Source: an optimization exercise on an open RTL-to-GDS flow (aim: small area, a short achievable clock period and few clock cycles per item). Production flows keep margins and buffers that such runs may drop.
Function was not checked in any run shown here: the RTL went through the layout flow alone.

==> flow/design.v (outline; a module is shown in full before it is edited, if it fits) <==
// module conv_1d: 5454 lines
// module conv_fa: 4 lines
// module conv_ha: 4 lines
// module conv_ha1: 4 lines
module conv_1d #(
    parameter DATA_WIDTH  = 8,
    parameter KERNEL_SIZE = 16
) (
    input logic clk,
    input logic arst_n,
    input  logic [DATA_WIDTH-1:0] signal_data,
    input  logic                  signal_vld,
    input  logic                  signal_last,
    output logic                  signal_rdy,
    input  logic [KERNEL_SIZE*DATA_WIDTH-1:0] kernel,
    output logic [DATA_WIDTH*2+$clog2(KERNEL_SIZE)-1:0] result_data,
    output logic                    result_vld,
    output logic                    result_last,
    input  logic                    result_rdy
);
  // ...
==> flow/run.sh <==
#!/bin/bash
# synth_recipe.tcl (not shown) runs the flow's synth.tcl, then flattens the netlist and writes it again
# the make line also repeats each setting of config.mk as NAME=value (left out here)
make -C /OpenROAD-flow-scripts/flow DESIGN_CONFIG=/design/flow/config.mk WORK_HOME=/design/flow/orfs CLKGATE_MAP_FILE= SYNTH_SCRIPT=/design/flow/synth_recipe.tcl finish
==> flow/config.mk <==
export PLATFORM = sky130hd
export DESIGN_NAME = conv_1d
export DESIGN_NICKNAME = conv_1d
export VERILOG_FILES = /design/flow/design.v
export SDC_FILE = /design/flow/constraint.sdc
export NUM_CORES = 4
export LEC_CHECK = 0
export CAP_MARGIN = 20
export CORE_MARGIN = 2
export CORE_UTILIZATION = 40
export SLEW_MARGIN = 20
export SYNTH_HIERARCHICAL = 1
==> flow/constraint.sdc <==
create_clock -name core_clock -period 6.0 [get_ports {clk}]
set_input_delay 1.2000 -clock core_clock [delete_from_list [all_inputs] [get_ports {clk}]]
set_output_delay 1.2000 -clock core_clock [all_outputs]
set_load 0.01 [all_outputs]
==> impl_metrics.yaml, run 1 <==
synthesis:
  synth_cell_types: 41
  synth_edf_count: 0
  synth_area_leaders: "fa_1, dfxtp_1, nand2_1"
  synth_common_cells: "nand2_1, fa_1, dfxtp_1"
  synth-compound-area-share: 0.00613
  ys_async_sr_fraction: 0.296
  synth_top_family_by_area: "adder cells"
  syn_inst: 3057
  synth.most_common_cell: "nand2_1"
  synth.area.mux_share: 0.0386
die:
  start_util: 0.402
  die_h_um: 310
  dieArea_um2: 95900
  die_w_um: 310
routing:
  drt_first_pass_iters: 7
global_routing:
  grt_pass1_vias: 26200
  top_usage_layer: "met2"
  use_met1: 0.344
setup_path:
  end_kind: "register"
  crit_start: "kernel[42]"
  path_max_fanout: 8
  critPathKind: "in -> reg"
  crit_cells: 6
clock_network:
  cts_tree: "yes"
  clock_sinks: 466
finish:
  largest_reg_flops: 216
  multi_input_area_share: 0.631
  buf_share: 0.0399
  instances_no_fill: 4306
  inverters: 58
sta:
  final.setup.tns_ps: 0
  hold_slack_ps: 326
  setup_viol: 0
  achievable-frequency_mhz: 247
place:
  dp_slack_ps: 1380
outcome:
  outcome: "complete, no violations"
min_path:
  hold_start: "r1_q[193]"
==> run 2: changes to the inputs <==
--- a/flow/config.mk
+++ b/flow/config.mk
@@ -8,5 +8,6 @@
 export CAP_MARGIN = 20
 export CORE_MARGIN = 2
 export CORE_UTILIZATION = 40
+export SETUP_SLACK_MARGIN = 3.0
 export SLEW_MARGIN = 20
 export SYNTH_HIERARCHICAL = 1
==> run 2 against run 1 <==
Area after synthesis stayed put. Maximum frequency is 30% higher. Highest routed layer is now met4. Flip-flop and latch count stayed put. Core utilization is 3.3 points higher. Register-to-register slack better by 310 ps. First-iteration DRC count is 8.2% lower. Worst hold slack better by 0.52 ps. Critical path depth stayed put. Cell area is 7.4% higher. Largest cell class unchanged. Critical path type unchanged.
==> impl_metrics.yaml, run 2 <==
finish:
  fin_nets: 4191
  largest_reg_flops: 216
  mostFrequentLayoutCell: "nand2_1"
  final_cell_mix: "nand2_1, fa_1, fa_2, dfxtp_1, nand2_2"
  drive_above_1_share: 0.388
  instances_no_fill: 4316
  diodes: 0
  stdcell_area_um2: 44400
  top_regs: "r1_q: 216 flops, hist: 128 flops, r2_q: 58 flops"
  area_delta_synth_final_pct: 18.8
  top_register: "r1_q"
setup_path:
  crit_buf_inv: 1
  crit_chain: "buf_8, nand2_1, fa_1, fa_2, fa_2, fa_1"
  critPathKind: "in -> reg"
  end_kind: "register"
  path_max_fanout: 8
  cp-start-kind: "primary input"
  cp_slowest_cell: "fa_2"
  rrSetupSlack_ps: 2940
  cpLargestDelayFamily: "adder cells"
  max_stage_delay_ps: 680
  arrival_ps: 3620
  crit_required_ps: 6510
routing:
  wl_per_cell_um: 30.2
  drt-total-wl_um: 130000
  vias: 23200
  viasPerCell: 5.37
  drt_iter0_drc: 1777
  drc: 0
  ant_nets: 0
  drt_first_pass_iters: 5
die:
  floorplan.rows: 112
  die_h_um: 310
  core_um2: 92900
  start_util: 0.402
  dieArea_um2: 95900
  die_w_um: 310
  io_pins: 164
clock_network:
  numCtsBuffers: 53
  cts_root_buffer: "clkbuf_16"
  cts_buffer_depth: 3
  htree_levels: 2
  cts_hold_buf: 0
  cts_tree: "yes"
  clock_sinks: 466
  clk_latency_ps: 650
  clkTransAtPathRegs_ps: 60
synthesis:
  synth_common_cells: "nand2_1, fa_1, dfxtp_1"
  ys_async_sr_fraction: 0.296
  syn_area_um2: 37400
  synth_top_area_cell: "fa_1"
  synth_area_leaders: "fa_1, dfxtp_1, nand2_1"
  synth_seq_cells: 466
  syn_nets: 4229
  synth_cell_types: 41
  synth.most_common_cell: "nand2_1"
  seq_area_frac_synth: 0.268
  syn_inst: 3057
  synthDominantCellAreaShare: 0.531
  ys_warn_count: 8
  ys.flop_type: "dfxtp_1"
  synth_edf_count: 0
  syn_avg_cell_area_um2: 12.2
flow_run:
  max_cap_violations: 0
sta:
  skew_ps: 24.8
  fin_ws_ps: 2890
  achievable-frequency_mhz: 321
  setup_viol: 0
  finalCriticalPeriod_ps: 3110
  rsz0062_at_grt: "true"
  final.setup.tns_ps: 0
  fin_crit_sh: 0.518
  hold_viol_final: 0
  relSlewSlack: 0.401
  slew_violations: 0
  tightest_slew_ps: 898
outcome:
  outcome: "complete, no violations"
place:
  portBuffers: 161
  dpl_cell_area_um2: 41200
  dp.cells: 4206
  gp_congestion: 0.975
  hpwl_um: 110000
  dp_slack_ps: 1210
global_routing:
  gr-total-overflow: 0
  antenna_found_initial: 0
  grt_first_pass_wirelength_um: 188000
  grt_use_total: 0.281
  grt_max_degree: 80
  grt_pass1_vias: 26400
min_path:
  hold_class: "reg -> reg"
[run 2: cell counts after synthesis]
Identical to the previous run, type by type.
[run 2: repair_timing]
| item | 4_1_cts | 5_1_grt |
|---|---|---|
| setup endpoints to repair | 213 | 43 |
| gates resized for setup | 1093 | 232 |
| pin swaps | 96 | 172 |
| buffers inserted | 3 | 9 |
[run 2: final timing paths]
check,startpoint,end,cells after the start
min in group asynchronous,arst_n,last_p[0],1
max in group asynchronous,arst_n,hist[14][7],2
worst min-delay path,r2_q[4],r3_q[4],0
worst max register to register,hist[7][2],r1_q[119],5
worst min register to register,r2_q[4],r3_q[4],0
worst max-delay path,kernel[53],r1_q[73],6
[run 2: layout make-up]
class                      instances  area [µm²]
fill                            8216       48500
clock inverter                    17         151
multi-input combinational       2261       28200
tap                             1254        1570
timing repair buffer             179        2480
clock buffer                      81        1580
sequential                       466       10200
inverter                          58         218
[run 2: cells by family after synthesis]
logic type / Yosys count / synth area share
compound gates: 34 / 0.00613
xor+xnor: 10 / 0.00234
fa+ha+maj: 1031 / 0.544
buf+inv: 330 / 0.0336
flops: 466 / 0.268
mux: 128 / 0.0386
other cells: 1 / 0.000100
simple gates: 1057 / 0.107
[run 2: Yosys stat by module (local to each module, per instance)]
| module | area, µm² | cells | flops+latches |
|---|---|---|---|
| conv_1d | 17100 | 1993 | 466 |
| conv_ha1 | 27.5 | 5 | 0 |
| conv_ha | 12.5 | 1 | 0 |
| conv_fa | 20.0 | 1 | 0 |
[run 2: metal layers]
metal	global-route usage	share of wire	vias up
met2	0.476	0.49	1093
met4	0.0972	0.040	0
met1	0.360	0.39	12700
li1	-	-	9099
met5	0	0	-
met3	0.0581	0.075	316
[run 2: per-stage QoR]
step | util | hold slack, ps
2_1_floorplan | - | 310
3_3_place_gp | 0.443 | 311
3_5_place_dp | 0.443 | 313
4_1_cts | 0.469 | 326
5_1_grt | 0.478 | 330
6_report | 0.478 | 326

## afterwards: timing with drivers on the ports
The flow's constraints put no driver on any port. The routed layouts listed below were extracted and timed again, unchanged, in two steps.
Step 1: set_driving_cell puts a clkbuf_16 on clk and a buf_2 on each other input, an assumption about the parent block.
Step 2 adds t to the input delays and takes it off the output delays; t is the mean of the earliest and latest rising clock arrival at the registers after step 1. Input paths then give back, and output paths get back, about the clock's delay inside the block.
Slacks: no drivers / after step 1 / after step 2; pairs: no drivers / after step 1.
run	t, ns	setup slack, ns	latest minus earliest clock arrival (ns)	worst slew at a driven data input, ns
run 1	0.698	1.950 / 1.977 / 1.280	0.025 / 0.025	0.13
run 2	0.699	2.889 / 2.859 / 2.160	0.026 / 0.026	0.13
After both steps every run listed still meets setup and hold. For run 2, which loses most, drivers alone change the setup slack by -0.030 ns; drivers and shift together by -0.729 ns.
